What follows belongs to an exercise in optimizing a design on an open flow for small area; a production flow would make more cautious choices.
At most, simulation tests tie the RTL to the original design; equivalence was not proved.
Function not checked in run 1: the RTL went through the layout flow alone.
Power and IR drop assume default switching activity.

==> flow/design.v <==
module apb_uart #(
    parameter SYSTEM_FREQUENCY = 50_000_000,
    parameter SAMPLING_RATE = 16
)(
    input pclk,
    input preset_n,
    input psel,
    input penable,
    input pwrite,
    input[11:0] paddr,
    input[3:0] pstrb,
    input[31:0] pwdata,
    output pready,
    output pslverr,
    output[31:0] prdata,
    output irq,
    output logic baud_o,
    output logic tick_rx,
    input cts_n,
    input rx,
    output tx,
    output rts_n
);
    localparam logic [11:0] ADDR_TDR = 12'h000;
    localparam logic [11:0] ADDR_RDR = 12'h004;
    localparam logic [11:0] ADDR_LCR = 12'h008;
    localparam logic [11:0] ADDR_OCR = 12'h00C;
    localparam logic [11:0] ADDR_LSR = 12'h010;
    localparam logic [11:0] ADDR_FCR = 12'h014;
    localparam logic [11:0] ADDR_IER = 12'h018;
    localparam logic [11:0] ADDR_IIR = 12'h01C;
    localparam logic [11:0] ADDR_HCR = 12'h020;
    logic psel_d, penable_d;
    always_ff @(posedge pclk or negedge preset_n) begin
        if (~preset_n) begin
            psel_d <= 0;
            penable_d <= 0;
        end else begin
            psel_d <= psel;
            penable_d <= penable;
        end
    end
    logic [1:0] apb_st;
    always_ff @(posedge pclk) begin
        if (~preset_n) apb_st <= 2'd0;
        else begin
            case (apb_st)
                2'd0: apb_st <= (psel_d & ~penable_d) ? 2'd1 : 2'd0;
                2'd1: apb_st <= ~psel_d ? 2'd0 : (penable_d ? 2'd2 : 2'd1);
                2'd2: apb_st <= 2'd3;
                default: apb_st <= 2'd0;
            endcase
        end
    end
    wire act = (apb_st == 2'd2);
    assign pready = (apb_st == 2'd3);
    wire a_tdr = paddr == ADDR_TDR;
    wire a_rdr = paddr == ADDR_RDR;
    wire a_lcr = paddr == ADDR_LCR;
    wire a_ocr = paddr == ADDR_OCR;
    wire a_lsr = paddr == ADDR_LSR;
    wire a_fcr = paddr == ADDR_FCR;
    wire a_ier = paddr == ADDR_IER;
    wire a_iir = paddr == ADDR_IIR;
    wire a_hcr = paddr == ADDR_HCR;
    wire a_wok = a_tdr | a_lcr | a_ocr | a_fcr | a_ier | a_hcr;
    wire a_rok = a_wok | a_rdr | a_lsr | a_iir;
    assign pslverr = pready & (pwrite ? ~a_wok : ~a_rok);
    logic [31:0] tdr, lcr, ocr, fcr, ier, hcr;
    logic [31:0] prdata_r;
    logic [7:0]  rdr;
    logic [6:0]  lsr;
    logic [2:0]  iir;
    assign prdata = prdata_r;
    wire wr = act & pwrite;
    wire rd = act & ~pwrite;
    always_ff @(posedge pclk) begin
        if (~preset_n) begin
            tdr <= 32'b0;
            lcr <= 32'b0;
            ocr <= 32'b0;
            fcr <= 32'b0;
            ier <= 32'b0;
            hcr <= 32'b0;
        end else begin
            if (ocr[1]) ocr[1] <= 1'b0;
            for (int i = 0; i < 4; i++) begin
                if (wr & pstrb[i]) begin
                    if (a_tdr) tdr[8*i +: 8] <= pwdata[8*i +: 8];
                    if (a_lcr) lcr[8*i +: 8] <= pwdata[8*i +: 8];
                    if (a_ocr) ocr[8*i +: 8] <= pwdata[8*i +: 8];
                    if (a_fcr) fcr[8*i +: 8] <= pwdata[8*i +: 8];
                    if (a_ier) ier[8*i +: 8] <= pwdata[8*i +: 8];
                    if (a_hcr) hcr[8*i +: 8] <= pwdata[8*i +: 8];
                end
            end
        end
    end
    always_ff @(posedge pclk) begin
        if (~preset_n) prdata_r <= 32'b0;
        else if (rd) begin
            prdata_r <= ({32{a_tdr}} & tdr)
                      | ({32{a_rdr}} & {24'b0, rdr})
                      | ({32{a_lcr}} & lcr)
                      | ({32{a_ocr}} & ocr)
                      | ({32{a_lsr}} & {25'b0, lsr})
                      | ({32{a_fcr}} & fcr)
                      | ({32{a_ier}} & ier)
                      | ({32{a_iir}} & {29'b0, iir})
                      | ({32{a_hcr}} & hcr);
        end
    end
    wire cpu_read_rdr  = pready & ~pwrite & a_rdr;
    wire cpu_write_tdr = pready & pwrite & a_tdr;
    wire cpu_read_lsr  = pready & ~pwrite & a_lsr;
    wire cpu_read_iir  = pready & ~pwrite & a_iir;
    logic [6:0] prdata_prev;
    always_ff @(posedge pclk) begin
        prdata_prev[0] <= prdata_r[0];
        prdata_prev[2] <= prdata_r[2];
        prdata_prev[3] <= prdata_r[3];
        prdata_prev[5] <= prdata_r[5];
        prdata_prev[6] <= prdata_r[6];
    end
    assign prdata_prev[1] = 1'b0;
    assign prdata_prev[4] = 1'b0;
    logic [2:0] baud_prev;
    logic baud_changed, baud_dflt;
    always_ff @(posedge pclk) begin
        if (~preset_n) begin
            baud_prev <= 3'd0;
            baud_changed <= 1'b0;
            baud_dflt <= 1'b1;
        end else begin
            baud_changed <= (lcr[7:5] != baud_prev);
            baud_prev <= lcr[7:5];
            if (baud_changed) baud_dflt <= 1'b0;
        end
    end
    wire [2:0] bsel = baud_dflt ? 3'd6 : baud_prev;
    logic [13:0] ptx_m1;
    logic [9:0]  prx_m1;
    always_comb begin
        case (bsel)
            3'd0: begin ptx_m1 = 14'(SYSTEM_FREQUENCY / 4800 - 1);   prx_m1 = 10'(SYSTEM_FREQUENCY / (16 * 4800) - 1);   end
            3'd1: begin ptx_m1 = 14'(SYSTEM_FREQUENCY / 9600 - 1);   prx_m1 = 10'(SYSTEM_FREQUENCY / (16 * 9600) - 1);   end
            3'd2: begin ptx_m1 = 14'(SYSTEM_FREQUENCY / 14400 - 1);  prx_m1 = 10'(SYSTEM_FREQUENCY / (16 * 14400) - 1);  end
            3'd3: begin ptx_m1 = 14'(SYSTEM_FREQUENCY / 19200 - 1);  prx_m1 = 10'(SYSTEM_FREQUENCY / (16 * 19200) - 1);  end
            3'd4: begin ptx_m1 = 14'(SYSTEM_FREQUENCY / 38400 - 1);  prx_m1 = 10'(SYSTEM_FREQUENCY / (16 * 38400) - 1);  end
            3'd5: begin ptx_m1 = 14'(SYSTEM_FREQUENCY / 57600 - 1);  prx_m1 = 10'(SYSTEM_FREQUENCY / (16 * 57600) - 1);  end
            3'd6: begin ptx_m1 = 14'(SYSTEM_FREQUENCY / 115200 - 1); prx_m1 = 10'(SYSTEM_FREQUENCY / (16 * 115200) - 1); end
            default: begin ptx_m1 = 14'(SYSTEM_FREQUENCY / 230400 - 1); prx_m1 = 10'(SYSTEM_FREQUENCY / (16 * 230400) - 1); end
        endcase
    end
    logic [13:0] counter_tx;
    logic [9:0]  counter_rx;
    always_ff @(posedge pclk) begin
        if (~preset_n | baud_changed) begin
            counter_tx <= 14'd0;
            baud_o <= 1'b0;
        end else if (counter_tx == ptx_m1) begin
            counter_tx <= 14'd0;
            baud_o <= 1'b1;
        end else begin
            counter_tx <= counter_tx + 14'd1;
            baud_o <= 1'b0;
        end
    end
    always_ff @(posedge pclk) begin
        if (~preset_n | baud_changed) begin
            counter_rx <= 10'd0;
            tick_rx <= 1'b0;
        end else if (counter_rx == prx_m1) begin
            counter_rx <= 10'd0;
            tick_rx <= 1'b1;
        end else begin
            counter_rx <= counter_rx + 10'd1;
            tick_rx <= 1'b0;
        end
    end
    logic [3:0] lcr_d;
    always_ff @(posedge pclk) lcr_d <= lcr[3:0];
    logic [3:0] ds_d;      
    always_comb begin
        case (lcr_d[1:0])
            2'b00: ds_d = 4'd5;
            2'b01: ds_d = 4'd6;
            2'b10: ds_d = 4'd7;
            default: ds_d = 4'd8;
        endcase
    end
    wire [3:0] rx_total_d = ds_d + {3'b0, lcr_d[3]} + (lcr_d[2] ? 4'd2 : 4'd1);
    wire [3:0] tx_total_d = rx_total_d + 4'd1;
    logic cpu_write_tdr_d;
    logic tdr_empty;
    logic fifo_rx_pop;
    logic write_data_d1, write_data_d2;
    logic cts_s1, cts_sync;
    always_ff @(posedge pclk or negedge preset_n) begin
        if (~preset_n) cpu_write_tdr_d <= 1'b0;
        else cpu_write_tdr_d <= cpu_write_tdr;
    end
    always_ff @(posedge pclk) begin
        if (~preset_n) begin
            write_data_d1 <= 1'b0;
            write_data_d2 <= 1'b0;
            cts_s1 <= 1'b0;
            cts_sync <= 1'b0;
        end else begin
            write_data_d1 <= cpu_write_tdr_d;
            write_data_d2 <= write_data_d1;
            cts_s1 <= cts_n;
            cts_sync <= cts_s1;
        end
    end
    wire cts_eff = hcr[0] ? cts_sync : 1'b0;
    logic [7:0] txf_mem [0:15];
    logic [3:0] txf_rd, txf_wr;
    logic [4:0] txf_cnt;
    wire fifo_tx_empty = (txf_cnt == 5'd0);
    wire fifo_tx_full  = (txf_cnt == 5'd16);
    wire tx_finish;
    wire txf_push = fcr[0] & ~write_data_d1 & write_data_d2;
    wire txf_pop  = fcr[0] & tx_finish & ~fifo_tx_empty;
    always_ff @(posedge pclk) begin
        if (~preset_n | fcr[2]) begin
            txf_rd <= 4'd0;
            txf_wr <= 4'd0;
            txf_cnt <= 5'd0;
        end else begin
            if (txf_push & ~fifo_tx_full) begin
                txf_wr <= txf_wr + 4'd1;
                txf_cnt <= txf_cnt + 5'd1;
            end
            if (txf_pop & ~fifo_tx_empty) begin
                txf_rd <= txf_rd + 4'd1;
                txf_cnt <= txf_cnt - 5'd1;
            end
        end
    end
    always_ff @(posedge pclk) begin
        if (preset_n & ~fcr[2] & txf_push & ~fifo_tx_full)
            txf_mem[txf_wr] <= tdr[7:0];
    end
    logic tx_busy, tx_busy_d, tx_busy_pulse;
    wire [7:0] tx_data_mux = fcr[0] ? txf_mem[txf_rd] : tdr[7:0];
    wire start_tx = fcr[0] ? (ocr[1] | (~fifo_tx_empty & tx_busy_pulse)) : ocr[1];
    always_ff @(posedge pclk) begin
        if (~preset_n) begin
            tx_busy_d <= 1'b0;
            tx_busy_pulse <= 1'b0;
            tx_busy <= 1'b0;
        end else begin
            tx_busy_d <= tx_busy;
            tx_busy_pulse <= ~tx_busy & tx_busy_d;
            if (tx_finish) tx_busy <= 1'b0;
            else if (start_tx & ocr[0]) tx_busy <= 1'b1;
        end
    end
    logic [7:0] tx_data;
    always_comb begin
        case (lcr[1:0])
            2'b00: tx_data = {3'b111, tx_data_mux[4:0]};
            2'b01: tx_data = {2'b11, tx_data_mux[5:0]};
            2'b10: tx_data = {1'b1, tx_data_mux[6:0]};
            default: tx_data = tx_data_mux;
        endcase
    end
    logic [7:0] sampled_data;
    logic tick_d;
    always_ff @(posedge pclk) begin
        if (~preset_n) begin
            sampled_data <= 8'd0;
            tick_d <= 1'b0;
        end else begin
            sampled_data <= tx_data;
            tick_d <= baud_o;
        end
    end
    logic [2:0] tx_st;
    localparam logic [2:0] T_IDLE = 3'd0, T_CTS = 3'd1, T_WAIT = 3'd2, T_START = 3'd3,
                           T_DATA = 3'd4, T_PARITY = 3'd5, T_STOP = 3'd6, T_FINISH = 3'd7;
    wire trans_en = (tx_st == T_START) | (tx_st == T_DATA) | (tx_st == T_PARITY) | (tx_st == T_STOP);
    assign tx_finish = (tx_st == T_FINISH);
    wire shift_en = trans_en & baud_o;
    logic [3:0] cnt_tx;
    always_ff @(posedge pclk) begin
        if (~preset_n) cnt_tx <= 4'd0;
        else if (shift_en) cnt_tx <= cnt_tx + 4'd1;
        else if (~trans_en) cnt_tx <= 4'd0;
    end
    logic par_calc;
    always_comb begin
        case (lcr[1:0])
            2'b00: par_calc = ^sampled_data[4:0];
            2'b01: par_calc = ^sampled_data[5:0];
            2'b10: par_calc = ^sampled_data[6:0];
            default: par_calc = ^sampled_data[7:0];
        endcase
    end
    wire parity_bit = lcr[4] ? par_calc : ~par_calc;
    wire trans_data_fi = (cnt_tx == ds_d + 4'd1);
    wire trans_stop_fi = (cnt_tx == tx_total_d);
    wire load_d0 = (cnt_tx == 4'd0) | (lcr[3] & ~parity_bit & trans_data_fi);
    wire load_en = (cnt_tx == 4'd1);
    logic load_d0_s, load_en_s, trans_data_fi_s, trans_stop_fi_s;
    logic start_tx_d, start_en_d, start_en_d1;
    always_ff @(posedge pclk) begin
        if (~preset_n) begin
            load_d0_s <= 1'b0;
            load_en_s <= 1'b0;
            trans_data_fi_s <= 1'b0;
            trans_stop_fi_s <= 1'b0;
            start_tx_d <= 1'b0;
            start_en_d <= 1'b0;
            start_en_d1 <= 1'b0;
        end else begin
            load_d0_s <= load_d0;
            load_en_s <= load_en;
            trans_data_fi_s <= trans_data_fi;
            trans_stop_fi_s <= trans_stop_fi;
            start_tx_d <= start_tx;
            start_en_d <= start_tx_d & ~start_tx;
            start_en_d1 <= start_en_d;
        end
    end
    always_ff @(posedge pclk) begin
        if (~preset_n) tx_st <= T_IDLE;
        else begin
            case (tx_st)
                T_IDLE:   tx_st <= ocr[0] ? T_CTS : T_IDLE;
                T_CTS:    tx_st <= ~cts_eff ? T_WAIT : (~ocr[0] ? T_IDLE : T_CTS);
                T_WAIT:   tx_st <= cts_eff ? T_CTS : (~ocr[0] ? T_IDLE : (start_en_d1 ? T_START : T_WAIT));
                T_START:  tx_st <= tick_d ? T_DATA : T_START;
                T_DATA:   tx_st <= (trans_data_fi_s & lcr[3]) ? T_PARITY :
                                   (trans_data_fi_s & ~lcr[3]) ? T_STOP : T_DATA;
                T_PARITY: tx_st <= tick_d ? T_STOP : T_PARITY;
                T_STOP:   tx_st <= trans_stop_fi_s ? T_FINISH : T_STOP;
                default:  tx_st <= (ocr[0] & ~cts_eff & start_en_d1) ? T_START :
                                   (ocr[0] & ~cts_eff) ? T_WAIT : (ocr[0] ? T_CTS : T_IDLE);
            endcase
        end
    end
    logic [7:0] piso;
    always_ff @(posedge pclk) begin
        if (~preset_n) piso <= 8'hFF;
        else if (shift_en) begin
            piso[7:1] <= load_en_s ? sampled_data[7:1] : {1'b1, piso[7:2]};
            piso[0] <= load_d0_s ? 1'b0 : (load_en_s ? sampled_data[0] : piso[1]);
        end
    end
    assign tx = piso[0];
    logic rx_s1, rx_sync, rx_d1;
    always_ff @(posedge pclk) begin
        if (~preset_n) begin
            rx_s1 <= 1'b0;
            rx_sync <= 1'b0;
            rx_d1 <= 1'b0;
        end else begin
            rx_s1 <= rx;
            rx_sync <= rx_s1;
            rx_d1 <= rx_sync;
        end
    end
    wire start_bit_detected = rx_d1 & ~rx_sync;
    logic [3:0] clk_div;
    always_ff @(posedge pclk) begin
        if (~preset_n) clk_div <= 4'd0;
        else if (tick_rx) clk_div <= clk_div + 4'd1;
    end
    wire clk_1x = (clk_div == 4'b1111) & tick_rx;
    wire clk_2x = (clk_div == 4'b1110) & tick_rx;
    logic [2:0] rx_st;
    localparam logic [2:0] R_IDLE = 3'd0, R_RTS = 3'd1, R_SCAN = 3'd2, R_WAIT_START = 3'd3,
                           R_DATA = 3'd4, R_PARITY = 3'd5, R_STOP = 3'd6, R_FINISH = 3'd7;
    wire receive_en = (rx_st == R_DATA) | (rx_st == R_PARITY) | (rx_st == R_STOP);
    wire receive_data_en = (rx_st == R_DATA);
    wire rx_valid = (rx_st == R_FINISH);
    wire data_receive_en = clk_1x & receive_en;
    wire shift_receive_en = clk_1x & receive_data_en;
    logic [3:0] count_data;
    wire receive_data_fi = (count_data == ds_d);
    wire receive_total_fi = (count_data == rx_total_d);
    always_ff @(posedge pclk) begin
        if (~preset_n) count_data <= 4'd0;
        else if (data_receive_en) count_data <= count_data + 4'd1;
        else if (receive_total_fi) count_data <= 4'd0;
    end
    logic [7:0] rx_shift;
    always_ff @(posedge pclk) begin
        if (~preset_n) rx_shift <= 8'd0;
        else if (shift_receive_en) rx_shift <= {rx_sync, rx_shift[7:1]};
    end
    logic [7:0] rx_data;
    always_comb begin
        case (lcr[1:0])
            2'b00: rx_data = {3'b000, rx_shift[7:3]};
            2'b01: rx_data = {2'b00, rx_shift[7:2]};
            2'b10: rx_data = {1'b0, rx_shift[7:1]};
            default: rx_data = rx_shift;
        endcase
    end
    logic parity_check_s, stop1_s, stop2_s;
    logic parity_err, stop_bit_err;
    logic [7:0] receiver_data;
    wire parity_check = receive_data_fi & data_receive_en;
    wire stop1_check = (count_data == ds_d + {3'b0, lcr[3]}) & data_receive_en;
    wire stop2_check = (count_data == ds_d + {3'b0, lcr[3]} + 4'd1) & data_receive_en;
    wire expected_parity = (^rx_data) ^ lcr[4];
    always_ff @(posedge pclk) begin
        if (~preset_n) begin
            parity_check_s <= 1'b0;
            stop1_s <= 1'b0;
            stop2_s <= 1'b0;
            parity_err <= 1'b0;
            stop_bit_err <= 1'b0;
        end else begin
            parity_check_s <= parity_check;
            stop1_s <= stop1_check;
            stop2_s <= stop2_check;
            parity_err <= lcr[3] & parity_check_s & expected_parity;
            stop_bit_err <= (stop1_s & ~rx_sync) | (lcr[2] & stop2_s & ~rx_sync);
        end
    end
    always_ff @(posedge pclk) begin
        if (~preset_n) receiver_data <= 8'd0;
        else if (receive_total_fi) receiver_data <= rx_data;
    end
    always_ff @(posedge pclk) begin
        if (~preset_n) rx_st <= R_IDLE;
        else begin
            case (rx_st)
                R_IDLE:       rx_st <= ocr[2] ? R_RTS : R_IDLE;
                R_RTS:        rx_st <= ~rts_n ? R_SCAN : (~ocr[2] ? R_IDLE : R_RTS);
                R_SCAN:       rx_st <= rts_n ? R_RTS : (~ocr[2] ? R_IDLE : (start_bit_detected ? R_WAIT_START : R_SCAN));
                R_WAIT_START: rx_st <= clk_1x ? R_DATA : R_WAIT_START;
                R_DATA:       rx_st <= (receive_data_fi & lcr[3]) ? R_PARITY :
                                       (receive_data_fi & ~lcr[3]) ? R_STOP : R_DATA;
                R_PARITY:     rx_st <= clk_2x ? R_STOP : R_PARITY;
                R_STOP:       rx_st <= receive_total_fi ? R_FINISH : R_STOP;
                default:      rx_st <= (ocr[2] & ~rts_n & start_bit_detected) ? R_WAIT_START :
                                       (ocr[2] & ~rts_n) ? R_SCAN : (ocr[2] ? R_RTS : R_IDLE);
            endcase
        end
    end
    logic [7:0] rxf_mem [0:15];
    logic [3:0] rxf_rd, rxf_wr;
    logic [4:0] rxf_cnt;
    wire fifo_rx_empty = (rxf_cnt == 5'd0);
    wire fifo_rx_full  = (rxf_cnt == 5'd16);
    logic [4:0] trig_level;
    always_comb begin
        case (fcr[4:3])
            2'd0: trig_level = 5'd1;
            2'd1: trig_level = 5'd4;
            2'd2: trig_level = 5'd8;
            default: trig_level = 5'd14;
        endcase
    end
    wire fifo_rx_triggered = (rxf_cnt >= trig_level);
    wire rxf_push = fcr[0] & rx_valid;
    always_ff @(posedge pclk) begin
        if (~preset_n | fcr[1]) begin
            rxf_rd <= 4'd0;
            rxf_wr <= 4'd0;
            rxf_cnt <= 5'd0;
        end else begin
            if (rxf_push & ~fifo_rx_full) begin
                rxf_wr <= rxf_wr + 4'd1;
                rxf_cnt <= rxf_cnt + 5'd1;
            end
            if (fifo_rx_pop & ~fifo_rx_empty) begin
                rxf_rd <= rxf_rd + 4'd1;
                rxf_cnt <= rxf_cnt - 5'd1;
            end
        end
    end
    always_ff @(posedge pclk) begin
        if (preset_n & ~fcr[1] & rxf_push & ~fifo_rx_full)
            rxf_mem[rxf_wr] <= receiver_data;
    end
    wire [7:0] rxf_out = rxf_mem[rxf_rd];
    wire trigger_lt_14 = ~(fcr[3] & fcr[4]);
    logic rdr_empty;
    logic rts_r;
    assign rts_n = rts_r;
    always_ff @(posedge pclk) begin
        if (~preset_n) rts_r <= 1'b0;
        else if (hcr[0]) begin
            if (hcr[1]) rts_r <= 1'b0;
            else if ((~fcr[0] & ~rdr_empty) | (fcr[0] & (trigger_lt_14 & fifo_rx_triggered) | (~trigger_lt_14 & fifo_rx_triggered)))
                rts_r <= 1'b1;
            else if ((~fcr[0] & rdr_empty) | (fcr[0] & (trigger_lt_14 & rts_r & fifo_rx_empty) | (~trigger_lt_14 & ~fifo_rx_triggered)))
                rts_r <= 1'b0;
        end
    end
    logic fifo_rx_pop_d;
    logic data_valid_d, data_o_valid;
    logic [7:0] data_received;
    wire negedge_rx_pop = ~fifo_rx_pop & fifo_rx_pop_d;
    wire fifo_rx_overrun = fcr[0] & fifo_rx_full & rx_valid;
    wire [7:0] msg = fcr[0] ? rxf_out : receiver_data;
    wire data_valid = fcr[0] ? ((fifo_rx_empty & rx_valid) | (~fifo_rx_empty & negedge_rx_pop)) : rx_valid;
    always_ff @(posedge pclk) begin
        if (~preset_n) begin
            fifo_rx_pop_d <= 1'b0;
            data_valid_d <= 1'b0;
            data_o_valid <= 1'b0;
            data_received <= 8'd0;
        end else begin
            fifo_rx_pop_d <= fifo_rx_pop;
            data_valid_d <= data_valid;
            data_o_valid <= data_valid_d;
            if (data_valid_d) data_received <= msg;
        end
    end
    wire lsr1_set = (~fcr[0] & ~rdr_empty) | (fcr[0] & ~fifo_rx_empty);
    wire lsr4_set = (~fcr[0] & tdr_empty) | (fcr[0] & fifo_tx_empty);
    wire lsr5_set = fcr[0] & parity_err & stop_bit_err;
    wire lsr6_set = (~fcr[0] & ~rdr_empty & data_o_valid) | fifo_rx_overrun;
    wire lsr0_reset = cpu_read_lsr & ~prdata_prev[0] & prdata_r[0];
    wire lsr1_reset = (~fcr[0] & rdr_empty) | (fcr[0] & fifo_rx_empty);
    wire lsr2_reset = cpu_read_lsr & ~prdata_prev[2] & prdata_r[2];
    wire lsr3_reset = cpu_read_lsr & ~prdata_prev[3] & prdata_r[3];
    wire lsr4_reset = (~fcr[0] & ~tdr_empty) | (fcr[0] & ~fifo_tx_empty);
    wire lsr5_reset = cpu_read_lsr & ~prdata_prev[5] & prdata_r[5];
    wire lsr6_reset = cpu_read_lsr & ~prdata_prev[6] & prdata_r[6];
    always_ff @(posedge pclk or negedge preset_n) begin
        if (~preset_n) begin
            tdr_empty <= 1'b1;
            fifo_rx_pop <= 1'b0;
            lsr <= 7'd0;
            rdr <= 8'd0;
            rdr_empty <= 1'b1;
            iir <= 3'b001;
        end else begin
            if (cpu_write_tdr_d) tdr_empty <= 1'b0;
            else if ((~fcr[0] & ~tdr_empty & ocr[1]) | (fcr[0] & ocr[1] & fifo_tx_empty)) tdr_empty <= 1'b1;
            fifo_rx_pop <= cpu_read_rdr & ~fifo_rx_empty;
            if (tx_finish) lsr[0] <= 1'b1;
            if (lsr0_reset) lsr[0] <= 1'b0;
            if (lsr1_set) lsr[1] <= 1'b1;
            if (lsr1_reset) lsr[1] <= 1'b0;
            if (parity_err) lsr[2] <= 1'b1;
            if (lsr2_reset) lsr[2] <= 1'b0;
            if (stop_bit_err) lsr[3] <= 1'b1;
            if (lsr3_reset) lsr[3] <= 1'b0;
            if (lsr4_set) lsr[4] <= 1'b1;
            if (lsr4_reset) lsr[4] <= 1'b0;
            if (lsr5_set) lsr[5] <= 1'b1;
            if (lsr5_reset) lsr[5] <= 1'b0;
            if (lsr6_set) lsr[6] <= 1'b1;
            if (lsr6_reset) lsr[6] <= 1'b0;
            if (data_o_valid) begin
                rdr <= data_received;
                rdr_empty <= 1'b0;
            end else if (cpu_read_rdr) begin
                rdr_empty <= 1'b1;
            end
            if (cpu_read_iir) iir <= 3'b001;
            else if (ier[2] & (lsr[2] | lsr[3] | lsr[5] | lsr[6])) iir <= 3'b110;
            else if (ier[0] & ~rdr_empty) iir <= 3'b100;
            else if (ier[1] & tdr_empty & ocr[1]) iir <= 3'b010;
        end
    end
    assign irq = ~iir[0];
endmodule
==> flow/run.sh <==
#!/bin/bash
# synth_recipe.tcl (not shown) runs the flow's synth.tcl, then flattens the netlist and writes it again
# the make line also repeats each setting of config.mk as NAME=value (left out here)
make -C /OpenROAD-flow-scripts/flow DESIGN_CONFIG=/design/flow/config.mk WORK_HOME=/design/flow/orfs CLKGATE_MAP_FILE= SYNTH_SCRIPT=/design/flow/synth_recipe.tcl finish
==> flow/config.mk <==
export PLATFORM = sky130hd
export DESIGN_NAME = apb_uart
export DESIGN_NICKNAME = apb_uart
export VERILOG_FILES = /design/flow/design.v
export SDC_FILE = /design/flow/constraint.sdc
export NUM_CORES = 4
export LEC_CHECK = 0
export CAP_MARGIN = 20
export CORE_MARGIN = 2
export CORE_UTILIZATION = 70
export CTS_BUF_LIST = sky130_fd_sc_hd__clkbuf_4
export SLEW_MARGIN = 20
==> flow/constraint.sdc <==
create_clock -name core_clock -period 20.0 [get_ports {pclk}]
set_input_delay 4.0000 -clock core_clock [delete_from_list [all_inputs] [get_ports {pclk}]]
set_output_delay 4.0000 -clock core_clock [all_outputs]
set_load 0.01 [all_outputs]
==> summary.txt, run 1 <==
- # DRC: 0
- Post-route minimum period: 10.92 ns
- Placed Area: 0.0292 sq mm
- Hpwl dp: 46,000 microns
- Core ar.: 0.0395 sq mm
- Worst-path cell chain: clkdlybuf4s50_1 > or2_2 > or2_0 > nor2_1 > nand4b_1 > nand3_1 > nor4_1 > clkdlybuf4s50_1
- Power Dens Cells: 82.8 mW/mm^2
- Buffers added on ports: 93
- Cell area after layout: 0.0313 sq mm
- Fin nets: 2,777
- Worst setup margin: 9.08 ns
- Hold slack final: 0.381 ns
- Max frequency: 91.6 MHz
- Unrepaired setup endpoints after global routing: no
- Die Width: 204 microns
- Worst Path Class, Setup: in2out
- Syn_nets: 2,638
- Synth warnings: 3
- Crit-path slowest cell: or2_0
- Hold Path Class: reg2reg
- First-pass GRT wire length: 109,000 microns
- GPL Wtd Cong: 0.926
- H-tree depth: 4
- Grt total ovfl: 0
- Register area: 0.0160 sq mm
- Global Route Usage Sum: 34.1%
- Mapped Area: 0.0279 sq mm
- Async S/R FF share, synth: 3.61%
- Ys flop type: dfxtp_1
- Post-DRT Antenna Nets: 0
- TritonCTS clock tree: done
- Post-Place Setup Slack: 9.20 ns
- Post-cts sizing count: 0
- Syn avg cell area: 11.0 sq um
- DRT iter0 DRCs: 2,276
- Synthesis-to-finish area growth: 11.9%
- Vias: 20,900
- Setup TNS: 0 ns
- Worst Tran Pin Value: 1.05 ns
- CP arrival: 6.92 ns
- Crit path max-delay family: simple AND/OR/NAND/NOR gates
- Relative slew slack: 29.4%
- Clock Latency Late Sink: 0.88 ns
- Seq/Total Area, Yosys: 57.3%
- Filler cell count: 2,501
- CP Capture Type: output port
- Largest net degree at the start of global routing: 132
- CP peak stage delay: 0.82 ns
- Clk root buf: clkbuf_4
- Cts bufs inserted: 163
- Max-slew violations: 0
- Placed Cells: 3,039
- Worst-path clk slew: 0.07 ns
- Post-synth EDFFs: 256
- Worst setup SP type: primary input
- Starting Density: 70.6%
- Final period util: 54.6%
- Die area: 0.0415 sq mm
- Total wire length: 70,600 microns
- Max clock buf depth: 3
- Multi-input gate area: 0.0112 sq mm
- I/O Pins: 94
- Setup Skew: 0.0395 ns
- Via density per instance: 6.28
- First-pass DRT Iterations: 9
- Non-filler cells, final: 3,332
- Initial antenna violation count: 4
- Critical Path RT: 16.00 ns
- Max-cap violations: 0
- Cells after Synth: 2,540
- Static Leak: 10.8 nW
- Yosys reg bits: 665
- Hold Vio Cnt, Final: 0
- CP most frequent cell: clkdlybuf4s50_1
- Final setup vio count: 0
- Buf/Inv on CP: 2
- Netlist cell types: 86
- CTS Hold Buffers Added: 0
- Layout cell share with drive strength beyond 1: 15.1%
- Max IR drop VDD: 0.0000725 V
- DR WL/cell: 21.2 microns
- Vias in the first global route: 20,500
- Sink Count: 665
- Die H: 204 microns
- Post-CTS setup buffers: 0
- Rows: 73
- Status: no timing/DRC/antenna violations
- Max FO, Critical Path: 14
[metrics by stage]
step | utilization [%] | power (mW)
3_3_place_gp | 73.7 | 1.48
6_report | 79.1 | 2.59
4_1_cts | 79.1 | 2.60
5_1_grt | 79.1 | 2.67
3_5_place_dp | 73.7 | 1.48
2_1_floorplan | - | 1.45
[routing by layer]
layer,GRT usage (%),share of wire (%),up-vias
met3,8.60,9.5,192
li1,-,-,9566
met2,52.8,47,1030
met5,0.119,0.040,-
met4,14.0,3.1,4
met1,46.5,41,10100
[placed cells by master (no fill, tap or decap), types with 8 or more instances in the layout]
| master | count |
|---|---|
| a222oi_1 | 48 |
| nand2b_1 | 17 |
| a31oi_1 | 43 |
| edfxtp_1 | 256 |
| clkdlybuf4s50_1 | 92 |
| a221oi_1 | 13 |
| buf_4 | 23 |
| dfxtp_1 | 381 |
| and2_1 | 20 |
| nor2_1 | 171 |
| xor2_1 | 40 |
| nand2_1 | 491 |
| a22oi_1 | 10 |
| o211ai_1 | 9 |
| nand3b_1 | 8 |
| mux4_2 | 80 |
| mux2i_1 | 53 |
| xnor2_1 | 49 |
| and3_1 | 15 |
| o21ai_0 | 71 |
| nand4_1 | 13 |
| nand3_1 | 33 |
| dfrtp_1 | 21 |
| clkbuf_4 | 249 |
| a211oi_1 | 12 |
| mux2_2 | 21 |
| a21oi_1 | 247 |
| ha_1 | 36 |
| nor2b_1 | 22 |
| clkinv_1 | 34 |
| inv_1 | 45 |
| nor3_1 | 23 |
| nor3b_1 | 11 |
[where the power goes]
group	internal, mW	switching (mW)	total [mW]
clock network	0.605	0.532	1.14
logic	0.0179	0.0313	0.0492
registers	1.40	0.00391	1.40
[logic make-up (layout without fill, tap and decap cells)]
group	Yosys count	count (layout)	share of synthesized area (%)
and+or+nand+nor	890	890	14.5
DFF	665	665	57.3
AOI/OAI and AO/OA	511	511	11.4
buffers and inverters	187	453	2.66
muxes	154	154	9.19
xor gates and xnor gates	90	90	2.88
adders and majority gates	43	43	2.11
other	0	1	0
[registers in the layout, indices dropped and copies added (netlist names), 7 cells and up, named ones only]
register and cells:
piso 8, lsr 7, rx_shift 8, counter_tx 14, hcr 32, ocr 32
data_received 8, fcr 32, ier 32, counter_rx 10, lcr 32, rxf_mem 128
prdata_r 32, txf_mem 128, sampled_data 8, tdr 32, rdr 8, receiver_data 8
[cell type report]
cell class                 instances  share of cell area [%]
clock inverter                    43                   0.792
timing repair buffer             115                    3.50
inverter                          46                   0.568
multi-input combinational       1688                    35.9
clock buffer                     249                    5.98
tap                              525                    2.10
sequential                       665                    51.2
antenna                            1                 0.00800
[final timing paths]
check / slack, ns / depth (start not counted) / start / to
max: 9.08 / 8 / paddr[6] / pslverr
min: 0.38 / 0 / prdata_r[6] / prdata_prev[6]
max reg2reg: 15.82 / 14 / lcr_d[0] / receiver_data[1]
min reg2reg: 0.38 / 0 / prdata_r[6] / prdata_prev[6]
max in group asynchronous: 15.62 / 3 / preset_n / rdr[2]
min in group asynchronous: 3.07 / 1 / preset_n / iir[1]
[synthesized netlist by cell type (11+ instances only)]
master / count / area (sq um)
o21ai_0: 71 / 355
and3_1: 15 / 93.8
edfxtp_1: 256 / 7690
nand2_1: 491 / 1840
ha_1: 36 / 450
buf_2: 21 / 105
xor2_1: 40 / 350
mux2_2: 21 / 236
and2_1: 20 / 125
a222oi_1: 48 / 480
inv_1: 45 / 169
nor2b_1: 24 / 150
clkbuf_1: 107 / 402
nor3_1: 25 / 125
xnor2_1: 49 / 429
nand3_1: 33 / 165
a31oi_1: 43 / 269
dfxtp_1: 385 / 7710
mux2i_1: 53 / 531
a21oi_1: 247 / 1240
nand4_1: 13 / 81.3
dfrtp_1: 21 / 526
nand2b_1: 17 / 106
mux4_2: 80 / 1800
a221oi_1: 13 / 114
nor2_1: 171 / 642
nor3b_1: 11 / 82.6
a211oi_1: 12 / 90.1
==> inputs of run 2 (changes only) <==
--- a/flow/design.v
+++ b/flow/design.v
@@ -76,37 +76,33 @@
     wire rd = act & ~pwrite;
+    wire [31:0] wdata = pwdata & {32{preset_n}};
+    wire [3:0] bwe = {4{wr}} & pstrb;
     always_ff @(posedge pclk) begin
-        if (~preset_n) begin
-            tdr <= 32'b0;
-            lcr <= 32'b0;
-            ocr <= 32'b0;
-            fcr <= 32'b0;
-            ier <= 32'b0;
-            hcr <= 32'b0;
-        end else begin
-            if (ocr[1]) ocr[1] <= 1'b0;
-            for (int i = 0; i < 4; i++) begin
-                if (wr & pstrb[i]) begin
-                    if (a_tdr) tdr[8*i +: 8] <= pwdata[8*i +: 8];
-                    if (a_lcr) lcr[8*i +: 8] <= pwdata[8*i +: 8];
-                    if (a_ocr) ocr[8*i +: 8] <= pwdata[8*i +: 8];
-                    if (a_fcr) fcr[8*i +: 8] <= pwdata[8*i +: 8];
-                    if (a_ier) ier[8*i +: 8] <= pwdata[8*i +: 8];
-                    if (a_hcr) hcr[8*i +: 8] <= pwdata[8*i +: 8];
-                end
-            end
+        for (int i = 0; i < 4; i++) begin
+            if (~preset_n | (bwe[i] & a_tdr)) tdr[8*i +: 8] <= wdata[8*i +: 8];
+            if (~preset_n | (bwe[i] & a_lcr)) lcr[8*i +: 8] <= wdata[8*i +: 8];
+            if (~preset_n | (bwe[i] & a_fcr)) fcr[8*i +: 8] <= wdata[8*i +: 8];
+            if (~preset_n | (bwe[i] & a_ier)) ier[8*i +: 8] <= wdata[8*i +: 8];
+            if (~preset_n | (bwe[i] & a_hcr)) hcr[8*i +: 8] <= wdata[8*i +: 8];
         end
-    end
-    always_ff @(posedge pclk) begin
-        if (~preset_n) prdata_r <= 32'b0;
-        else if (rd) begin
-            prdata_r <= ({32{a_tdr}} & tdr)
-                      | ({32{a_rdr}} & {24'b0, rdr})
-                      | ({32{a_lcr}} & lcr)
-                      | ({32{a_ocr}} & ocr)
-                      | ({32{a_lsr}} & {25'b0, lsr})
-                      | ({32{a_fcr}} & fcr)
-                      | ({32{a_ier}} & ier)
-                      | ({32{a_iir}} & {29'b0, iir})
-                      | ({32{a_hcr}} & hcr);
+        if (~preset_n | (bwe[0] & a_ocr)) begin
+            ocr[7:2] <= wdata[7:2];
+            ocr[0] <= wdata[0];
         end
+        for (int i = 1; i < 4; i++)
+            if (~preset_n | (bwe[i] & a_ocr)) ocr[8*i +: 8] <= wdata[8*i +: 8];
+        if (~preset_n) ocr[1] <= 1'b0;
+        else if (bwe[0] & a_ocr) ocr[1] <= pwdata[1];
+        else if (ocr[1]) ocr[1] <= 1'b0;
+    end
+    wire [31:0] rd_mux = ({32{a_tdr}} & tdr)
+                       | ({32{a_rdr}} & {24'b0, rdr})
+                       | ({32{a_lcr}} & lcr)
+                       | ({32{a_ocr}} & ocr)
+                       | ({32{a_lsr}} & {25'b0, lsr})
+                       | ({32{a_fcr}} & fcr)
+                       | ({32{a_ier}} & ier)
+                       | ({32{a_iir}} & {29'b0, iir})
+                       | ({32{a_hcr}} & hcr);
+    always_ff @(posedge pclk) begin
+        if (~preset_n | rd) prdata_r <= rd_mux & {32{preset_n}};
     end
@@ -140,14 +136,50 @@
     wire [2:0] bsel = baud_dflt ? 3'd6 : baud_prev;
-    logic [13:0] ptx_m1;
-    logic [9:0]  prx_m1;
+    function automatic [13:0] tx_next(input [13:0] s);
+        tx_next = {s[12:0], ~(s[13] ^ s[12] ^ s[11] ^ s[1])};
+    endfunction
+    function automatic [9:0] rx_next(input [9:0] s);
+        rx_next = {s[8:0], ~(s[9] ^ s[6])};
+    endfunction
+    function automatic [13:0] tx_state(input integer n);
+        integer i;
+        begin
+            tx_state = 14'd0;
+            for (i = 0; i < n; i = i + 1) tx_state = tx_next(tx_state);
+        end
+    endfunction
+    function automatic [9:0] rx_state(input integer n);
+        integer i;
+        begin
+            rx_state = 10'd0;
+            for (i = 0; i < n; i = i + 1) rx_state = rx_next(rx_state);
+        end
+    endfunction
+    localparam logic [13:0] TX_END0 = tx_state(SYSTEM_FREQUENCY / 4800 - 1);
+    localparam logic [13:0] TX_END1 = tx_state(SYSTEM_FREQUENCY / 9600 - 1);
+    localparam logic [13:0] TX_END2 = tx_state(SYSTEM_FREQUENCY / 14400 - 1);
+    localparam logic [13:0] TX_END3 = tx_state(SYSTEM_FREQUENCY / 19200 - 1);
+    localparam logic [13:0] TX_END4 = tx_state(SYSTEM_FREQUENCY / 38400 - 1);
+    localparam logic [13:0] TX_END5 = tx_state(SYSTEM_FREQUENCY / 57600 - 1);
+    localparam logic [13:0] TX_END6 = tx_state(SYSTEM_FREQUENCY / 115200 - 1);
+    localparam logic [13:0] TX_END7 = tx_state(SYSTEM_FREQUENCY / 230400 - 1);
+    localparam logic [9:0] RX_END0 = rx_state(SYSTEM_FREQUENCY / (16 * 4800) - 1);
+    localparam logic [9:0] RX_END1 = rx_state(SYSTEM_FREQUENCY / (16 * 9600) - 1);
+    localparam logic [9:0] RX_END2 = rx_state(SYSTEM_FREQUENCY / (16 * 14400) - 1);
+    localparam logic [9:0] RX_END3 = rx_state(SYSTEM_FREQUENCY / (16 * 19200) - 1);
+    localparam logic [9:0] RX_END4 = rx_state(SYSTEM_FREQUENCY / (16 * 38400) - 1);
+    localparam logic [9:0] RX_END5 = rx_state(SYSTEM_FREQUENCY / (16 * 57600) - 1);
+    localparam logic [9:0] RX_END6 = rx_state(SYSTEM_FREQUENCY / (16 * 115200) - 1);
+    localparam logic [9:0] RX_END7 = rx_state(SYSTEM_FREQUENCY / (16 * 230400) - 1);
+    logic [13:0] tx_end;
+    logic [9:0]  rx_end;
     always_comb begin
         case (bsel)
-            3'd0: begin ptx_m1 = 14'(SYSTEM_FREQUENCY / 4800 - 1);   prx_m1 = 10'(SYSTEM_FREQUENCY / (16 * 4800) - 1);   end
-            3'd1: begin ptx_m1 = 14'(SYSTEM_FREQUENCY / 9600 - 1);   prx_m1 = 10'(SYSTEM_FREQUENCY / (16 * 9600) - 1);   end
-            3'd2: begin ptx_m1 = 14'(SYSTEM_FREQUENCY / 14400 - 1);  prx_m1 = 10'(SYSTEM_FREQUENCY / (16 * 14400) - 1);  end
-            3'd3: begin ptx_m1 = 14'(SYSTEM_FREQUENCY / 19200 - 1);  prx_m1 = 10'(SYSTEM_FREQUENCY / (16 * 19200) - 1);  end
-            3'd4: begin ptx_m1 = 14'(SYSTEM_FREQUENCY / 38400 - 1);  prx_m1 = 10'(SYSTEM_FREQUENCY / (16 * 38400) - 1);  end
-            3'd5: begin ptx_m1 = 14'(SYSTEM_FREQUENCY / 57600 - 1);  prx_m1 = 10'(SYSTEM_FREQUENCY / (16 * 57600) - 1);  end
-            3'd6: begin ptx_m1 = 14'(SYSTEM_FREQUENCY / 115200 - 1); prx_m1 = 10'(SYSTEM_FREQUENCY / (16 * 115200) - 1); end
-            default: begin ptx_m1 = 14'(SYSTEM_FREQUENCY / 230400 - 1); prx_m1 = 10'(SYSTEM_FREQUENCY / (16 * 230400) - 1); end
+            3'd0: begin tx_end = TX_END0; rx_end = RX_END0; end
+            3'd1: begin tx_end = TX_END1; rx_end = RX_END1; end
+            3'd2: begin tx_end = TX_END2; rx_end = RX_END2; end
+            3'd3: begin tx_end = TX_END3; rx_end = RX_END3; end
+            3'd4: begin tx_end = TX_END4; rx_end = RX_END4; end
+            3'd5: begin tx_end = TX_END5; rx_end = RX_END5; end
+            3'd6: begin tx_end = TX_END6; rx_end = RX_END6; end
+            default: begin tx_end = TX_END7; rx_end = RX_END7; end
         endcase
@@ -156,25 +188,13 @@
     logic [9:0]  counter_rx;
+    wire tx_wrap = (counter_tx == tx_end);
+    wire rx_wrap = (counter_rx == rx_end);
     always_ff @(posedge pclk) begin
-        if (~preset_n | baud_changed) begin
-            counter_tx <= 14'd0;
-            baud_o <= 1'b0;
-        end else if (counter_tx == ptx_m1) begin
-            counter_tx <= 14'd0;
-            baud_o <= 1'b1;
-        end else begin
-            counter_tx <= counter_tx + 14'd1;
-            baud_o <= 1'b0;
-        end
+        if (~preset_n | baud_changed | tx_wrap) counter_tx <= 14'd0;
+        else counter_tx <= tx_next(counter_tx);
+        baud_o <= preset_n & ~baud_changed & tx_wrap;
     end
     always_ff @(posedge pclk) begin
-        if (~preset_n | baud_changed) begin
-            counter_rx <= 10'd0;
-            tick_rx <= 1'b0;
-        end else if (counter_rx == prx_m1) begin
-            counter_rx <= 10'd0;
-            tick_rx <= 1'b1;
-        end else begin
-            counter_rx <= counter_rx + 10'd1;
-            tick_rx <= 1'b0;
-        end
+        if (~preset_n | baud_changed | rx_wrap) counter_rx <= 10'd0;
+        else counter_rx <= rx_next(counter_rx);
+        tick_rx <= preset_n & ~baud_changed & rx_wrap;
     end
--- a/flow/config.mk
+++ b/flow/config.mk
@@ -10,3 +10,5 @@
 export CORE_UTILIZATION = 70
-export CTS_BUF_LIST = sky130_fd_sc_hd__clkbuf_4
+export CTS_BUF_LIST = sky130_fd_sc_hd__clkbuf_16
+export CTS_CLUSTER_DIAMETER = 100
+export CTS_CLUSTER_SIZE = 30
 export SLEW_MARGIN = 20
==> run 2 against run 1 <==
Effect of this change:
- clock skew fell by 0.0042 ns
- sequential share of layout area rose by 10 points
- hold slack improved by 0.040 ns
- die area fell by 1.8%
- count of clock-buffer cells in the layout fell by 222
- synthesized cell count fell by 25%
- flip-flop and latch count did not move
- maximum frequency barely moved
- sequential power rose by 11%
- critical path depth fell by 1
- critical path type unchanged
- largest power group unchanged
==> summary.txt, run 2 <==
- Post-route minimum period: 10.92 ns (-0.00240 ns)
- Rows: 72 (-1.4%)
- NetSw: 503 uW (-11%)
- Core ar.: 0.0386 sq mm (-2.3%)
- Flop pwr share: 66.4% (+12 points)
- Global Route Usage Sum: 29.4% (-4.7 points)
- Cells after Synth: 1,896 (-25%)
- Netlist cell types: 84 (-2.3%)
- Max IR drop VDD: 0.0000976 V (+34%)
- Mapped Area: 0.0274 sq mm (-1.8%)
- Syn avg cell area: 14.5 sq um (+32%)
- TritonCTS clock tree: done
- # diodes: 0 (-1)
- Vias in the first global route: 16,000 (-22%)
- Grt total ovfl: 0 (unchanged)
- Final Util: 76.6% (-2.4 points)
- Worst-path cell chain: clkdlybuf4s50_1 > nor4_2 > nand3_1 > nor4_2 > or3_1 > a221oi_1 > clkdlybuf4s50_1
- Static Leak: 10.1 nW (-6.5%)
- Cell taking the most area after synthesis: edfxtp_1
- Hold Vio Cnt, Final: 0 (unchanged)
- First-pass DRT Iterations: 5 (-4)
- Power Dens Cells: 78.9 mW/mm^2 (-4.7%)
- Post-DRT Antenna Nets: 0 (unchanged)
- CTS Hold Buffers Added: 0 (unchanged)
- Max-cap violations: 0 (unchanged)
- Post-Place Setup Slack: 9.12 ns (-0.0798 ns)
- Setup Skew: 0.0353 ns (-0.00418 ns)
- Async S/R FF share, synth: 3.61% (unchanged)
- # DRC: 0 (unchanged)
- Fin nets: 2,035 (-27%)
- Placed Cells: 2,433 (-20%)
- Synthesis-to-finish area growth: 7.99%
- Layout cell share with drive strength beyond 1: 10.0% (-5.0 points)
- Seq/Total Area, Yosys: 66.5% (+9.2 points)
- Yosys reg bits: 665 (unchanged)
- Synth warnings: 3 (unchanged)
- Total wire length: 59,200 microns (-16%)
- Most common cell after layout, fill and taps aside: edfxtp_1
- Internal Power: 1.83 mW (-9.3%)
- Clock Latency Late Sink: 0.60 ns (-0.28 ns)
- Die H: 202 microns (-0.91%)
- Final period util: 54.6% (about the same)
- Largest net degree at the start of global routing: 78 (-41%)
- Via density per instance: 6.46 (+3.0%)
- Sw Share: 21.5% (-0.39 points)
- Vias: 16,000 (-23%)
- GPL Wtd Cong: 0.859 (-7.2%)
- CP Capture Type: output port
- CP peak stage delay: 0.80 ns (-0.02 ns)
- Max-slew violations: 0 (unchanged)
- Max FO, Critical Path: 8 (-6)
- Register area: 0.0182 sq mm (+14%)
- Starting Density: 71.0% (+0.32 points)
- Die area: 0.0408 sq mm (-1.8%)
- Unrepaired setup endpoints after global routing: no
- Worst Path Class, Setup: in2out
- Hpwl dp: 39,700 microns (-14%)
- Post-CTS setup buffers: 0 (unchanged)
- Sink Count: 665 (unchanged)
- Initial antenna violation count: 0 (-4)
- Max clock buf depth: 3 (unchanged)
- DR WL/cell: 23.9 microns (+13%)
- Clock power share: 27.8% (-16 points)
- Non-filler cells, final: 2,481 (-26%)
- Syn_nets: 1,988 (-25%)
- Hold slack final: 0.421 ns (+0.0402 ns)
- Worst setup SP type: primary input
- Commonest cells after routing, fill and taps aside: 479 x edfxtp_1, 157 x dfxtp_1, 147 x nor2_1
- Gate power share: 5.8% (+3.9 points)
- H-tree depth: 1 (-3)
- Worst Tran Pin Value: 1.09 ns (+0.0414 ns)
- Area contributors post-synth: edfxtp_1 52%, dfxtp_1 12%, mux4_2 6.5%
- Worst setup margin: 9.08 ns (+0.00240 ns)
- Status: no timing/DRC/antenna violations
- CP arrival: 6.92 ns (about the same)
- Clk root buf: clkbuf_16
- First-pass GRT wire length: 91,600 microns (-16%)
- Critical Path RT: 16.00 ns (about the same)
- Area share of the largest cell type after synthesis: 52.5% (+25 points)
- Filler cell count: 2,268 (-9.3%)
- Cts bufs inserted: 26 (-84%)
- Synth top cells by count: 479 x edfxtp_1, 162 x dfxtp_1, 148 x nor2_1, 117 x mux2i_1, 89 x nand2_1
- Multi-input gate area: 0.00862 sq mm (-23%)
- Post-cts sizing count: 0 (unchanged)
- DRT iter0 DRCs: 1,572 (-31%)
- Relative slew slack: 26.6% (-2.9 points)
- Max frequency: 91.6 MHz (about the same)
- Crit-path slowest cell: nor4_2
- Worst-path clk slew: 0.12 ns (+0.05 ns)
- Top Registers: rxf_mem (128), txf_mem (128)
- Post-synth EDFFs: 479 (+87%)
- I/O Pins: 94 (unchanged)
- Hold Path Class: reg2reg
- Die Width: 202 microns (-0.91%)
- Ys flop type: edfxtp_1
- Setup TNS: 0 ns (unchanged)
- Most common cell in the netlist: edfxtp_1
- Final setup vio count: 0 (unchanged)
- Buffers added on ports: 93 (unchanged)
[run 2: cell families after synthesis]
group                      share of synthesized area [%]
buffers and inverters                               2.18
DFF                                                 66.5
xor gates and xnor gates                            2.36
muxes                                               11.4
AOI/OAI and AO/OA                                   6.78
and+or+nand+nor                                     9.02
adders and majority gates                           1.80
[run 2: worst max-delay path: cells and delay by family]
kind	cells	cell delay, ns
AND/OR/NAND/NOR	4	1.86
buffers and inverters	2	0.97
AO/OA/AOI/OAI	1	0.07
[run 2: per-stage QoR]
stage	cell area [sq um]	total power, mW
after global routing	29600	2.40
final	29600	2.34
after floorplan	27400	1.66
after CTS	29600	2.34
after global placement	28800	1.71
after detailed placement	28800	1.71
[run 2: final cells by class]
class                           instances  area share, %
Inverter                               40          0.507
Sequential cell                       665           61.6
Multi-Input combinational cell       1085           29.1
Clock buffer                           27           2.28
Tap cell                              518           2.19
Clock inverter                         21          0.401
Timing Repair Buffer                  125           3.91
[run 2: power by group through the flow]
stage                     Sequential, mW  Clock, mW  Combinational, mW
after floorplan                     1.56          0             0.0934
after global placement              1.58          0              0.130
after detailed placement            1.58          0              0.134
after CTS                           1.55      0.659              0.135
after global routing                1.55      0.701              0.148
final                               1.55      0.650              0.136
[run 2: routing by layer]
metal	global-route usage, %	vias to the layer above	routed length [microns]
li1	-	7234	-
met1	41.0	8061	23800
met2	50.1	654	29900
met3	3.32	85	3870
met4	7.83	0	1590
met5	0	-	0
[run 2: path summary, 6_finish.rpt]
kind	cells past startpoint	startpoint	end	slack, ns
setup / recovery	7	paddr[6]	pslverr	9.08
hold / removal	1	cpu_write_tdr_d	tdr_empty	0.42
setup reg to reg	13	lcr_d[1]	rx_st[0]	16.12
hold reg to reg	1	cpu_write_tdr_d	tdr_empty	0.42
max in group asynchronous	2	preset_n	rdr[5]	15.46
min in group asynchronous	1	preset_n	penable_d	3.46
==> inputs of run 3 (changes only) <==
--- a/flow/config.mk
+++ b/flow/config.mk
@@ -10,5 +10,5 @@
 export CORE_UTILIZATION = 70
-export CTS_BUF_LIST = sky130_fd_sc_hd__clkbuf_16
+export CTS_BUF_LIST = sky130_fd_sc_hd__clkbuf_8
 export CTS_CLUSTER_DIAMETER = 100
-export CTS_CLUSTER_SIZE = 30
+export CTS_CLUSTER_SIZE = 18
 export SLEW_MARGIN = 20
==> run 3 against run 2 <==
Effect of this change:
- clock power shrank 6.0%
- final area decreased by 0.17%
- hold slack lost 0.0077 ns
- cell count increased by 1.2%
- highest routed layer unchanged
- sequential power is essentially flat
- critical path depth is the same
- critical path type unchanged
- non-clock buffer count unchanged
- synthesized cell count did not move
- maximum frequency shrank 0.33%
- global-route usage is 0.14 points higher
- die area stayed put
- synthesized area is the same
==> summary.txt, run 3 <==
- Status: no timing/DRC/antenna violations
- Cell taking the most area after synthesis: edfxtp_1
- Starting Density: 71.0% (unchanged)
- Area contributors post-synth: edfxtp_1 52%, dfxtp_1 12%, mux4_2 6.5%
- Max clock buf depth: 3 (unchanged)
- Grt total ovfl: 0 (unchanged)
- Seq/Total Area, Yosys: 66.5% (unchanged)
- Vias: 16,100 (+0.31%)
- Static Leak: 10.2 nW (+0.41%)
- Fin nets: 2,051 (+0.79%)
- Setup TNS: 0 ns (unchanged)
- Hpwl dp: 39,700 microns (unchanged)
- Most common cell after layout, fill and taps aside: edfxtp_1
- Setup Skew: 0.0269 ns (-0.00848 ns)
- Uppermost layer routed: met4
- Core ar.: 0.0386 sq mm (unchanged)
- CP arrival: 6.95 ns (+0.03 ns)
- Post-DRT Antenna Nets: 0 (unchanged)
- Worst-path clk slew: 0.11 ns (about the same)
- TritonCTS clock tree: done
- Mapped Area: 0.0274 sq mm (unchanged)
- Area share of the largest cell type after synthesis: 52.5% (unchanged)
- Netlist cell types: 84 (unchanged)
- Max-slew violations: 0 (unchanged)
- Clock Latency Late Sink: 0.66 ns (+0.06 ns)
- Total wire length: 59,100 microns (about the same)
- Sink Count: 665 (unchanged)
- Unrepaired setup endpoints after global routing: no
- Global Route Usage Sum: 29.5% (+0.14 points)
- Filler cell count: 2,292 (+1.1%)
- Buffers added on ports: 93 (unchanged)
- Initial antenna violation count: 0 (unchanged)
- Rows: 72 (unchanged)
- Post-route minimum period: 10.95 ns (+0.0366 ns)
- Synth top cells by count: 479 x edfxtp_1, 162 x dfxtp_1, 148 x nor2_1, 117 x mux2i_1, 89 x nand2_1
- Hold Vio Cnt, Final: 0 (unchanged)
- Synthesis-to-finish area growth: 7.80%
- CP Capture Type: output port
- Placed Area: 0.0288 sq mm (unchanged)
- Post-CTS setup buffers: 0 (unchanged)
- DR WL/cell: 23.5 microns (-1.3%)
- Largest net degree at the start of global routing: 78 (unchanged)
- CTS Hold Buffers Added: 0 (unchanged)
- Worst Tran Pin Value: 1.07 ns (-0.0190 ns)
- Worst setup SP type: primary input
- Layout cell share with drive strength beyond 1: 10.7% (+0.65 points)
- Hold Path Class: reg2reg
- I/O Pins: 94 (unchanged)
- Clk root buf: clkbuf_8
- Die Width: 202 microns (unchanged)
- Cell area after layout: 0.0296 sq mm (-0.17%)
- Max frequency: 91.3 MHz (-0.33%)
- First-pass DRT Iterations: 8 (+3)
- Ys flop type: edfxtp_1
- Final setup vio count: 0 (unchanged)
- Top Registers: rxf_mem (128), txf_mem (128)
- DRT iter0 DRCs: 1,546 (-1.7%)
- Commonest cells after routing, fill and taps aside: 479 x edfxtp_1, 157 x dfxtp_1, 147 x nor2_1
- Met2 Wirelength: 29,600 microns (-1.1%)
- Most common cell in the netlist: edfxtp_1
- First-pass GRT wire length: 91,600 microns (about the same)
- # diodes: 0 (unchanged)
- Syn avg cell area: 14.5 sq um (unchanged)
- Synth warnings: 3 (unchanged)
- Critical Path RT: 16.00 ns (about the same)
- Relative slew slack: 27.8% (+1.3 points)
- Max IR drop VDD: 0.0000846 V (-13%)
- Async S/R FF share, synth: 3.61% (unchanged)
- Met3 WL post-DR: 3880 microns (+0.39%)
- Max FO, Critical Path: 8 (unchanged)
- # DRC: 0 (unchanged)
- Cts bufs inserted: 42 (+62%)
- Via density per instance: 6.41 (-0.89%)
- Power Dens Cells: 77.7 mW/mm^2 (-1.5%)
- GPL Wtd Cong: 0.859 (unchanged)
- Final period util: 54.8% (+0.18 points)
- Worst Path Class, Setup: in2out
- Max-cap violations: 0 (unchanged)
- Syn_nets: 1,988 (unchanged)
- Die H: 202 microns (unchanged)
- Post-synth EDFFs: 479 (unchanged)
- Die area: 0.0408 sq mm (unchanged)
- Met1 wire length: 24,000 microns (+1.0%)
- Vias in the first global route: 16,100 (+0.83%)
- H-tree depth: 2 (+1)
- Yosys reg bits: 665 (unchanged)
- Post-cts sizing count: 0 (unchanged)
- Cells after Synth: 1,896 (unchanged)
[run 3: cell counts after synthesis]
Identical to the previous run, type by type.
[run 3: area by class of cell]
cell class	instances	area (sq um)	share of cell area, %
Timing Repair Buffer	125	1160	3.92
Sequential cell	665	18200	61.7
Inverter	40	150	0.508
Clock buffer	45	619	2.10
Multi-Input combinational cell	1085	8620	29.2
Clock inverter	33	124	0.419
Tap cell	518	648	2.19
[run 3: worst max-delay path, cell delays in order]
cell,delay (ns)
clkdlybuf4s50_1,0.43
nor4_2,0.42
nand3_1,0.42
nor4_2,0.83
or3_1,0.24
a221oi_1,0.07
clkdlybuf4s50_1,0.55
[run 3: metrics by stage]
step | power, mW | setup slack, ns | utilization, % | hold slack, ns | cells
floorplan | 1.66 | 10.56 | - | 0.343 | 1896
global placement | 1.71 | 9.24 | 74.6 | 0.392 | 2433
detailed placement | 1.71 | 9.12 | 74.6 | 0.398 | 2433
CTS | 2.30 | 9.12 | 76.5 | 0.406 | 2511
global route | 2.37 | 8.88 | 76.5 | 0.424 | 2511
finish | 2.30 | 9.05 | 76.5 | 0.414 | 2511
[run 3: power breakdown]
group	switching, mW	internal, mW
registers	0.0333	1.52
clock network	0.400	0.211
logic	0.0760	0.0593
[run 3: logic make-up after synthesis]
| family | Yosys count | share of synthesized area (%) |
|---|---|---|
| AO/OA/AOI/OAI | 285 | 6.78 |
| XOR/XNOR | 74 | 2.36 |
| adder cells (fa/ha/maj) | 37 | 1.80 |
| buffers and inverters | 146 | 2.18 |
| flip-flops | 665 | 66.5 |
| multiplexers | 211 | 11.4 |
| AND/OR/NAND/NOR | 478 | 9.02 |
[run 3: final timing paths]
path	startpoint	end	slack, ns	cells after the start
min	prdata_r[0]	prdata_prev[0]	0.41	0
max	paddr[6]	pslverr	9.05	7
min reg2reg	prdata_r[0]	prdata_prev[0]	0.41	0
min in group asynchronous	preset_n	psel_d	3.41	1
max in group asynchronous	preset_n	rdr[7]	15.52	2
max reg2reg	lcr_d[1]	rx_st[0]	16.12	13
[run 3: layer usage]
layer,vias to the layer above,GRT usage (%)
met5,-,0
met4,0,9.74
met3,102,3.79
met2,631,49.4
met1,8072,41.0
li1,7279,-

[separate check: timing with driven ports]
How much do the figures lean on ideal ports? The routed layouts below were timed once more, with nothing changed but the port constraints. Step 1: set_driving_cell puts a clkbuf_16 on pclk and a buf_2 on each other input, an assumption about the parent block. Step 2 adds t to the input delays and takes it off the output delays; t is the mean of the earliest and latest rising clock arrival at the registers after step 1. Input paths then give back, and output paths get back, about the clock's delay inside the block. Slacks: ideal / step 1 / step 2; pairs: ideal / step 1.
run	t, ns	setup slack, ns	hold slack, ns	worst register clock-pin slew, ns	worst slew at a driven data input, ns
run 1	0.919	9.080 / 9.056 / 9.056	0.381 / 0.381 / 0.381	0.08 / 0.08	0.09
run 2	0.646	9.082 / 9.048 / 9.048	0.421 / 0.421 / 0.421	0.12 / 0.12	0.06
run 3	0.700	9.046 / 9.009 / 9.009	0.414 / 0.414 / 0.414	0.12 / 0.12	0.06
After both steps setup and hold are still met in every run listed. The setup slack of run 3, which loses most, moves by -0.037 ns with the drivers and by -0.037 ns with both steps.
